This design comes from an exercise in tuning for small area, a short achievable clock period and few clock cycles on the open sky130 flow, not from production work. Where RTL was checked, it was by simulation tests only, not by an equivalence proof against the original. The clock input has no modelled driver; a real chip could not lean on it and would need a root buffer or a full tree. Power figures rest on the tool's default switching activity, not on a simulated workload.

==> module AEC, before the edit <==
module AEC(clk, rst, ascii_in, ready, valid, result);
input clk;
input rst;
input ready;
input [7:0] ascii_in;
output valid;
output [6:0] result;
reg active;             
reg valid_r;            
reg k_dig, k_pm, k_mul, k_lp, k_rp;    
reg [3:0] xv;           
wire inexpr = ready | active;
wire [7:0] a = ascii_in;
wire is_eq  = a[4] & a[3] & a[2];              
wire is_dig = a[6] | (a[4] & ~(a[3] & a[2]));  
wire is_op  = ~a[6] & ~a[4];                   
wire [2:0] a_inc = a[2:0] + 3'd1;
always @(posedge clk) begin
	if (rst) begin
		active  <= 1'b0;
		valid_r <= 1'b0;
		k_dig   <= 1'b0;
		k_pm    <= 1'b0;
		k_mul   <= 1'b0;
		k_lp    <= 1'b0;
		k_rp    <= 1'b0;
	end else begin
		active  <= inexpr & ~is_eq;
		valid_r <= inexpr & is_eq;
		k_dig   <= inexpr & is_dig;
		k_pm    <= inexpr & is_op & a[0] & (a[1] | a[2]);  
		k_mul   <= inexpr & is_op & ~a[0] & a[1];           
		k_lp    <= inexpr & is_op & ~a[0] & ~a[1];          
		k_rp    <= inexpr & is_op & a[0] & ~a[2] & ~a[1];   
	end
	xv <= a[6] ? {1'b1, a_inc} : (is_op & a[1] & ~a[0]) ? 4'h1 : a[3:0];
end
reg [6:0] A, B, K;
reg [13:0] E0, E1;        
reg [6:0] E2;             
reg [5:0] F;              
reg po;                   
wire [6:0] r0 = ({7{xv[0]}} & B) ^ {7{k_mul}};
wire [6:0] r1 = {7{xv[1]}} & {B[5:0], 1'b0};
wire [6:0] r2 = {7{xv[2]}} & {B[4:0], 2'b0};
wire [6:0] r3 = {7{xv[3]}} & {B[3:0], 3'b0};
wire [6:0] s1 = r0 ^ r1 ^ r2;
wire [6:0] c1 = (r0 & r1) | (r0 & r2) | (r1 & r2);
wire [6:0] t1 = {c1[5:0], 1'b0};
wire [6:0] s2 = s1 ^ t1 ^ r3;
wire [6:0] c2 = (s1 & t1) | (s1 & r3) | (t1 & r3);
wire [6:0] t2 = {c2[5:0], k_mul};
wire [6:0] s3 = s2 ^ t2 ^ A;
wire [6:0] c3 = (s2 & t2) | (s2 & A) | (t2 & A);
wire [6:0] P = s2 + t2;
wire [6:0] Q = s3 + {c3[5:0], 1'b0};
wire [6:0] S_o = F[0] ? E0[13:7] : 7'd0;
wire [6:0] R = S_o + A;
wire [6:0] K_o = F[0] ? E0[6:0] : K;
wire [6:0] negK = ~K + 7'd1;
always @(posedge clk) begin
	if (rst) begin
		A  <= 7'd0;
		B  <= 7'd1;
		K  <= 7'd1;
		F  <= 6'd0;
		po <= 1'b0;
	end else begin
		po <= k_mul | k_pm;
		if (valid_r) begin
			A <= 7'd0;
			B <= 7'd1;
			K <= 7'd1;
		end else if (k_dig) begin
			A <= Q;
			B <= P;
		end else if (k_mul) begin
			A <= Q;
		end else if (k_pm) begin
			B <= xv[2] ? negK : K;
		end else if (k_lp) begin
			A <= 7'd0;
			K <= B;
		end else if (k_rp) begin
			A <= R;
			B <= A;
			K <= K_o;
		end
		if (k_lp)
			F <= {F[4:0], po};
		else if (k_rp)
			F <= {1'b0, F[5:1]};
	end
	if (k_lp & po) begin
		E0 <= {A, K};
		E1 <= E0;
		E2 <= E1[13:7];
	end else if (k_rp & F[0]) begin
		E0 <= E1;
		E1 <= {E2, 7'd1};
	end
end
assign valid  = valid_r;
assign result = A;
endmodule
clock: 14.0 ns
lec_check: 0
cap_margin: 20
core_margin: 2
core_utilization: 50
slew_margin: 20
standard.sh (not shown) runs the stock make flow with config.mk's settings and CLKGATE_MAP_FILE= SYNTH_SCRIPT=/design/flow/synth_recipe.tcl, a recipe that flattens the netlist after the stock synthesis.
==> flow/flow/run.sh <==
#!/bin/bash
# Runs the standard ORFS layout (standard.sh) with the extra make
# settings listed one per line in flow/make_args.
set -euo pipefail
mapfile -t extra < flow/make_args
bash standard.sh "${extra[@]}" finish > standard_flow.log 2>&1
==> flow/flow/make_args <==
SETUP_SLACK_MARGIN=10.3
BUFFER_PORTS_ARGS=-buffer_cell sky130_fd_sc_hd__buf_1
CTS_ARGS=-sink_clustering_enable -repair_clock_nets -dont_use_dummy_load -buf_list sky130_fd_sc_hd__clkbuf_8
Testbench counts at the start, summed over its fixed seeds: cycles 27,544.
Change:
==> flow/design.v (replaced) <==
module AEC(clk, rst, ascii_in, ready, valid, result);
input clk;
input rst;
input ready;
input [7:0] ascii_in;
output valid;
output [6:0] result;
reg valid_r;            
reg k_dig, k_pm, k_mul, k_lp, k_rp;    
reg [3:0] xv;           
wire active = k_dig | k_pm | k_mul | k_lp | k_rp;
wire inexpr = ready | active;
wire [7:0] a = ascii_in;
wire is_eq  = a[4] & a[3] & a[2];              
wire is_dig = a[6] | (a[4] & ~(a[3] & a[2]));  
wire is_op  = ~a[6] & ~a[4];                   
wire [2:0] a_inc = a[2:0] + 3'd1;
always @(posedge clk) begin
	if (rst) begin
		valid_r <= 1'b0;
		k_dig   <= 1'b0;
		k_pm    <= 1'b0;
		k_mul   <= 1'b0;
		k_lp    <= 1'b0;
		k_rp    <= 1'b0;
	end else begin
		valid_r <= inexpr & is_eq;
		k_dig   <= inexpr & is_dig;
		k_pm    <= inexpr & is_op & a[0] & (a[1] | a[2]);  
		k_mul   <= inexpr & is_op & ~a[0] & a[1];           
		k_lp    <= inexpr & is_op & ~a[0] & ~a[1];          
		k_rp    <= inexpr & is_op & a[0] & ~a[2] & ~a[1];   
	end
	xv <= a[6] ? {1'b1, a_inc} :
	      is_op ? {1'b0, a[2], 2'b00} :
	      a[3:0];
end
reg [6:0] A, B, K;
reg [13:0] E0, E1;        
reg [6:0] E2;             
reg [5:0] F;              
reg po;                   
wire [6:0] S_o = {7{k_rp & F[0]}} & E0[13:7];
wire [6:0] r0 = {7{xv[0]}} & B;
wire [6:0] r1 = {7{xv[1]}} & {B[5:0], 1'b0};
wire [6:0] r2 = {7{xv[2]}} & {B[4:0], 2'b0};
wire [6:0] r3 = ({7{xv[3]}} & {B[3:0], 3'b0}) | S_o;
wire [6:0] s1 = r0 ^ r1 ^ r2;
wire [6:0] c1 = (r0 & r1) | (r0 & r2) | (r1 & r2);
wire [6:0] t1 = {c1[5:0], 1'b0};
wire [6:0] s2 = s1 ^ t1 ^ r3;
wire [6:0] c2 = (s1 & t1) | (s1 & r3) | (t1 & r3);
wire [6:0] t2 = {c2[5:0], 1'b0};
wire [6:0] s3 = s2 ^ t2 ^ A;
wire [6:0] c3 = (s2 & t2) | (s2 & A) | (t2 & A);
wire [6:0] P = s2 + t2;
wire [6:0] Q = s3 + {c3[5:0], 1'b0};
wire [6:0] K_o = F[0] ? E0[6:0] : K;
wire [6:0] negK = ~K + 7'd1;
wire nx_mul = ~a[6] & ~a[4] & a[1] & ~a[0];
always @(posedge clk) begin
	if (~active) begin
		A <= 7'd0;
		B <= 7'd1;
		K <= 7'd1;
		F <= 6'd0;
	end else begin
		if (k_dig) begin
			if (~nx_mul)
				A <= Q;
			B <= P;
		end else if (k_pm) begin
			B <= xv[2] ? negK : K;
		end else if (k_lp) begin
			A <= 7'd0;
			K <= B;
		end else if (k_rp) begin
			A <= nx_mul ? S_o : Q;
			B <= A;
			K <= K_o;
		end
		if (k_lp)
			F <= {F[4:0], po};
		else if (k_rp)
			F <= {1'b0, F[5:1]};
	end
	po <= k_mul | k_pm;
	if (k_lp & po) begin
		E0 <= {A, K};
		E1 <= E0;
		E2 <= E1[13:7];
	end else if (k_rp & F[0]) begin
		E0 <= E1;
		E1 <= {E2, 7'd1};
	end
end
assign valid  = valid_r;
assign result = A;
endmodule
What happened: The new run finished clean. Final area came out lower by 2.2%. Final cell count fell by 2.4%. Count of clock-buffer cells in the layout stays the same. Flip-flop and latch count decreases by 1. Routed wire length climbs by 1.2%. Power went down by about 8%. Utilization is higher by 1.9 points. Via count falls by 2.4%.
No functional check of the RTL was part of the second run of this note.


## build 23
Another version of the RTL of AEC (not shown whole).
Size: about 350 cells after synthesis, about 3500 µm² of cells after synthesis.
==> module AEC, before the edit <==
module AEC(clk, rst, ascii_in, ready, valid, result);
input clk;
input rst;
input ready;
input [7:0] ascii_in;
output valid;
output [6:0] result;
reg valid_r;            
reg k_dig, k_pm, k_mul, k_lp, k_rp;    
reg [3:0] xv;           
wire active = k_dig | k_pm | k_mul | k_lp | k_rp;
wire inexpr = ready | active;
wire [7:0] a = ascii_in;
wire is_eq  = a[4] & a[3] & a[2];              
wire is_dig = a[6] | (a[4] & ~(a[3] & a[2]));  
wire is_op  = ~a[6] & ~a[4];                   
wire [2:0] a_inc = a[2:0] + 3'd1;
always @(posedge clk) begin
	if (rst) begin
		valid_r <= 1'b0;
		k_dig   <= 1'b0;
		k_pm    <= 1'b0;
		k_mul   <= 1'b0;
		k_lp    <= 1'b0;
		k_rp    <= 1'b0;
	end else begin
		valid_r <= inexpr & is_eq;
		k_dig   <= inexpr & is_dig;
		k_pm    <= inexpr & is_op & a[0] & (a[1] | a[2]);  
		k_mul   <= inexpr & is_op & ~a[0] & a[1];           
		k_lp    <= inexpr & is_op & ~a[0] & ~a[1];          
		k_rp    <= inexpr & is_op & a[0] & ~a[2] & ~a[1];   
	end
	xv <= a[6] ? {1'b1, a_inc} :
	      is_op ? {a[2], 3'b000} :
	      a[3:0];
end
reg [6:0] A, B, K;
reg [13:0] E0;            
reg [6:0] E1;             
reg v1;                   
reg [6:0] T;              
reg tm;                   
reg [5:0] F;              
reg po;                   
wire v0 = |F;
wire pop = k_rp & F[0] & ~tm;      
wire tclose = k_rp & F[0] & tm;    
wire push = k_lp & po & ~v1;       
wire topen = k_lp & po & v1;       
wire [6:0] S_o = {7{pop}} & E0[13:7];
wire [6:0] r0 = {7{xv[0]}} & B;
wire [6:0] r1 = {7{xv[1]}} & {B[5:0], 1'b0};
wire [6:0] r2 = {7{xv[2]}} & {B[4:0], 2'b0};
wire sub = k_pm & xv[3];
wire cin = k_mul | sub;
wire [6:0] r3 = ({7{xv[3] & ~k_pm}} & {B[3:0], 3'b0}) | S_o | ({7{k_mul}} & ~B) |
                ({7{k_pm}} & (K ^ {7{sub}}));
wire [6:0] s1 = r0 ^ r1 ^ r2;
wire [6:0] c1 = (r0 & r1) | (r0 & r2) | (r1 & r2);
wire [6:0] t1 = {c1[5:0], 1'b0};
wire [6:0] s2 = s1 ^ t1 ^ r3;
wire [6:0] c2 = (s1 & t1) | (s1 & r3) | (t1 & r3);
wire [6:0] t2 = {c2[5:0], cin};
wire [6:0] s3 = s2 ^ t2 ^ A;
wire [6:0] c3 = (s2 & t2) | (s2 & A) | (t2 & A);
wire [6:0] P = s2 + t2;
wire [6:0] Q = s3 + {c3[5:0], 1'b0};
wire a_q = active & ~push & ~k_pm;
wire b_a = k_rp & ~tclose;
wire b_h = k_mul | k_lp | tclose;
wire k_h = k_dig | k_pm | k_mul | (k_rp & ~F[0]);
always @(posedge clk) begin
	A <= ({7{a_q}} & Q) | ({7{k_pm}} & A);
	B <= ({7{k_dig | k_pm}} & P) | ({7{b_a}} & A) | ({7{b_h}} & B) | {6'd0, ~active};
	K <= ({7{k_lp}} & B) | ({7{tclose}} & T) | ({7{pop}} & E0[6:0]) |
	     ({7{k_h}} & K) | {6'd0, ~active};
	po <= k_mul | k_pm;
	F <= ({6{active & ~k_lp & ~k_rp}} & F) | ({6{k_lp}} & {F[4:0], po}) |
	     ({6{k_rp}} & {1'b0, F[5:1]});
	v1 <= (active & ~push & ~pop & v1) | (push & v0);
	tm <= (active & ~tclose & tm) | topen;
	E0 <= ({14{push}} & {A, K}) | ({14{pop}} & {E1, 7'd1}) | ({14{~push & ~pop}} & E0);
	E1 <= ({7{push}} & E0[13:7]) | ({7{~push}} & E1);
	T  <= ({7{topen}} & K) | ({7{~topen}} & T);
end
assign valid  = valid_r;
assign result = A;
endmodule
==> flow/config.mk <==
export PLATFORM = sky130hd
export DESIGN_NAME = AEC
export DESIGN_NICKNAME = AEC
export VERILOG_FILES = /design/flow/design.v
export SDC_FILE = /design/flow/constraint.sdc
export NUM_CORES = 4
export LEC_CHECK = 0
export CAP_MARGIN = 20
export CORE_MARGIN = 2
export CORE_UTILIZATION = 50
export SLEW_MARGIN = 20
==> flow/constraint.sdc <==
create_clock -name core_clock -period 14.0 [get_ports {clk}]
set_input_delay 2.8000 -clock core_clock [delete_from_list [all_inputs] [get_ports {clk}]]
set_output_delay 2.8000 -clock core_clock [all_outputs]
set_load 0.01 [all_outputs]
==> flow/flow/run.sh <==
#!/bin/bash
# Runs the standard ORFS layout (standard.sh) with the extra make
# settings listed one per line in flow/make_args, and flow/pre_cts.tcl as
# the CTS step's PRE_CTS_TCL hook (it builds the clock tree itself).
# make's output goes to standard_flow.log; each ORFS step also writes its
# own log under orfs/logs/.
set -euo pipefail
mapfile -t extra < flow/make_args
bash standard.sh "${extra[@]}" "PRE_CTS_TCL=$PWD/flow/pre_cts.tcl" finish > standard_flow.log 2>&1
Other scripts of this flow, unchanged in this note and not shown: flow/flow/make_args, flow/flow/pre_cts.tcl
Testbench counts of build 23, summed over its fixed seeds: cycles 27,544.
Input-level comparison between build 79 and build 23:
diff --git a/flow/design.v b/flow/design.v
--- a/flow/design.v
+++ b/flow/design.v
@@ -30,56 +30,55 @@
 		k_mul   <= inexpr & is_op & ~a[0] & a[1];           
 		k_lp    <= inexpr & is_op & ~a[0] & ~a[1];          
 		k_rp    <= inexpr & is_op & a[0] & ~a[2] & ~a[1];   
 	end
 	xv <= a[6] ? {1'b1, a_inc} :
-	      is_op ? {a[2], 3'b000} :
+	      is_op ? {1'b0, a[2], 2'b00} :
 	      a[3:0];
 end
 reg [6:0] A, B, K;
 reg [13:0] E0;            
 reg [6:0] E1;             
-reg v1;                   
+reg v0, v1;               
 reg [6:0] T;              
 reg tm;                   
 reg [5:0] F;              
 reg po;                   
-wire v0 = |F;
 wire pop = k_rp & F[0] & ~tm;      
 wire tclose = k_rp & F[0] & tm;    
 wire push = k_lp & po & ~v1;       
 wire topen = k_lp & po & v1;       
 wire [6:0] S_o = {7{pop}} & E0[13:7];
 wire [6:0] r0 = {7{xv[0]}} & B;
 wire [6:0] r1 = {7{xv[1]}} & {B[5:0], 1'b0};
 wire [6:0] r2 = {7{xv[2]}} & {B[4:0], 2'b0};
-wire sub = k_pm & xv[3];
-wire cin = k_mul | sub;
-wire [6:0] r3 = ({7{xv[3] & ~k_pm}} & {B[3:0], 3'b0}) | S_o | ({7{k_mul}} & ~B) |
-                ({7{k_pm}} & (K ^ {7{sub}}));
+wire [6:0] r3 = ({7{xv[3]}} & {B[3:0], 3'b0}) | S_o | ({7{k_mul}} & ~B);
 wire [6:0] s1 = r0 ^ r1 ^ r2;
 wire [6:0] c1 = (r0 & r1) | (r0 & r2) | (r1 & r2);
 wire [6:0] t1 = {c1[5:0], 1'b0};
 wire [6:0] s2 = s1 ^ t1 ^ r3;
 wire [6:0] c2 = (s1 & t1) | (s1 & r3) | (t1 & r3);
-wire [6:0] t2 = {c2[5:0], cin};
+wire [6:0] t2 = {c2[5:0], k_mul};
 wire [6:0] s3 = s2 ^ t2 ^ A;
 wire [6:0] c3 = (s2 & t2) | (s2 & A) | (t2 & A);
 wire [6:0] P = s2 + t2;
 wire [6:0] Q = s3 + {c3[5:0], 1'b0};
+wire [6:0] negK = ~K + 7'd1;
 wire a_q = active & ~push & ~k_pm;
 wire b_a = k_rp & ~tclose;
 wire b_h = k_mul | k_lp | tclose;
 wire k_h = k_dig | k_pm | k_mul | (k_rp & ~F[0]);
 always @(posedge clk) begin
 	A <= ({7{a_q}} & Q) | ({7{k_pm}} & A);
-	B <= ({7{k_dig | k_pm}} & P) | ({7{b_a}} & A) | ({7{b_h}} & B) | {6'd0, ~active};
+	B <= ({7{k_dig}} & P) | ({7{k_pm & ~xv[2]}} & K) | ({7{k_pm & xv[2]}} & negK) |
+	     ({7{b_a}} & A) | ({7{b_h}} & B) | {6'd0, ~active};
 	K <= ({7{k_lp}} & B) | ({7{tclose}} & T) | ({7{pop}} & E0[6:0]) |
 	     ({7{k_h}} & K) | {6'd0, ~active};
 	po <= k_mul | k_pm;
 	F <= ({6{active & ~k_lp & ~k_rp}} & F) | ({6{k_lp}} & {F[4:0], po}) |
 	     ({6{k_rp}} & {1'b0, F[5:1]});
+	v0 <= (active & ~push & ~pop & v0) | push | (pop & v1);
 	v1 <= (active & ~push & ~pop & v1) | (push & v0);
 	tm <= (active & ~tclose & tm) | topen;
 	E0 <= ({14{push}} & {A, K}) | ({14{pop}} & {E1, 7'd1}) | ({14{~push & ~pop}} & E0);
 	E1 <= ({7{push}} & E0[13:7]) | ({7{~push}} & E1);
 	T  <= ({7{topen}} & K) | ({7{~topen}} & T);
### Flow results
- Build 79 completed every stage of the flow, and the final layout passed the timing, design-rule and antenna checks.
- Build 79 vs. build 23: largest net degree at the start of global routing went up by 1.
- Changes observed in build 79 relative to build 23: total power picked up an extra about 3.4%, worst reg2reg path depth picked up an extra 1.
- Summary of build 79 over build 23: number of flip-flops and latches +1.5%; slack of the critical path -0.074 ns.
- Of the two values seen for category of the most critical setup path, reg -> out was produced by build 23 and reg -> reg by build 79.
- [compare] base=build 23 new=build 79: clock transition at the registers of the reported paths flat; cell count climbed 14; number of multi-input logic gates +1.7%.
- | critical path depth | build 79 vs build 23 | 12 higher |
- Relative to build 23, ratio of final minimum period to clock period has gone up in build 79.
Testbench counts of build 79, summed over its fixed seeds: cycles 27,544.
No run of this note takes its clock network from TritonCTS; it comes from the design's own scripts or RTL.

separate check: timing with driven ports:
The flow's constraints put no driver on any port. The routed layouts listed below were extracted and timed again, unchanged, in two steps.
Step 1 sets driving cells, clkbuf_16 on the clock port and buf_2 on the other inputs (assumed; they add their load-dependent delay and slew).
Step 2 moves the port delays by t, midway between the first and last clock arrival at a register: inputs arrive t later, outputs are due t later. That takes back most of the time a late clock gives input paths.
a / b / c = ideal ports / drivers / drivers and shift; a / b = the first two.
| run | shift t [ns] | slack for setup (ns) | worst setup path after step 2 | latest minus earliest clock arrival (ns) | cell pins on the clock port's net |
|---|---|---|---|---|---|
| the first run of note 1 | 0.368 | 10.334 / 10.302 / 10.014 | input to register | 0.020 / 0.019 | 1 |
| the second run of note 1 | 0.370 | 10.001 / 9.996 / 9.626 | input to register | 0.024 / 0.023 | 1 |
| build 23 | 0.217 | 10.523 / 10.445 / 10.392 | input to register | 0.009 / 0.009 | 4 |
| build 79 | 0.217 | 10.450 / 10.441 / 10.407 | input to register | 0.012 / 0.012 | 4 |
After both steps setup and hold are still met in every run listed. The setup slack of the second run of note 1, which loses most, moves by -0.005 ns with the drivers and by -0.375 ns with both steps.
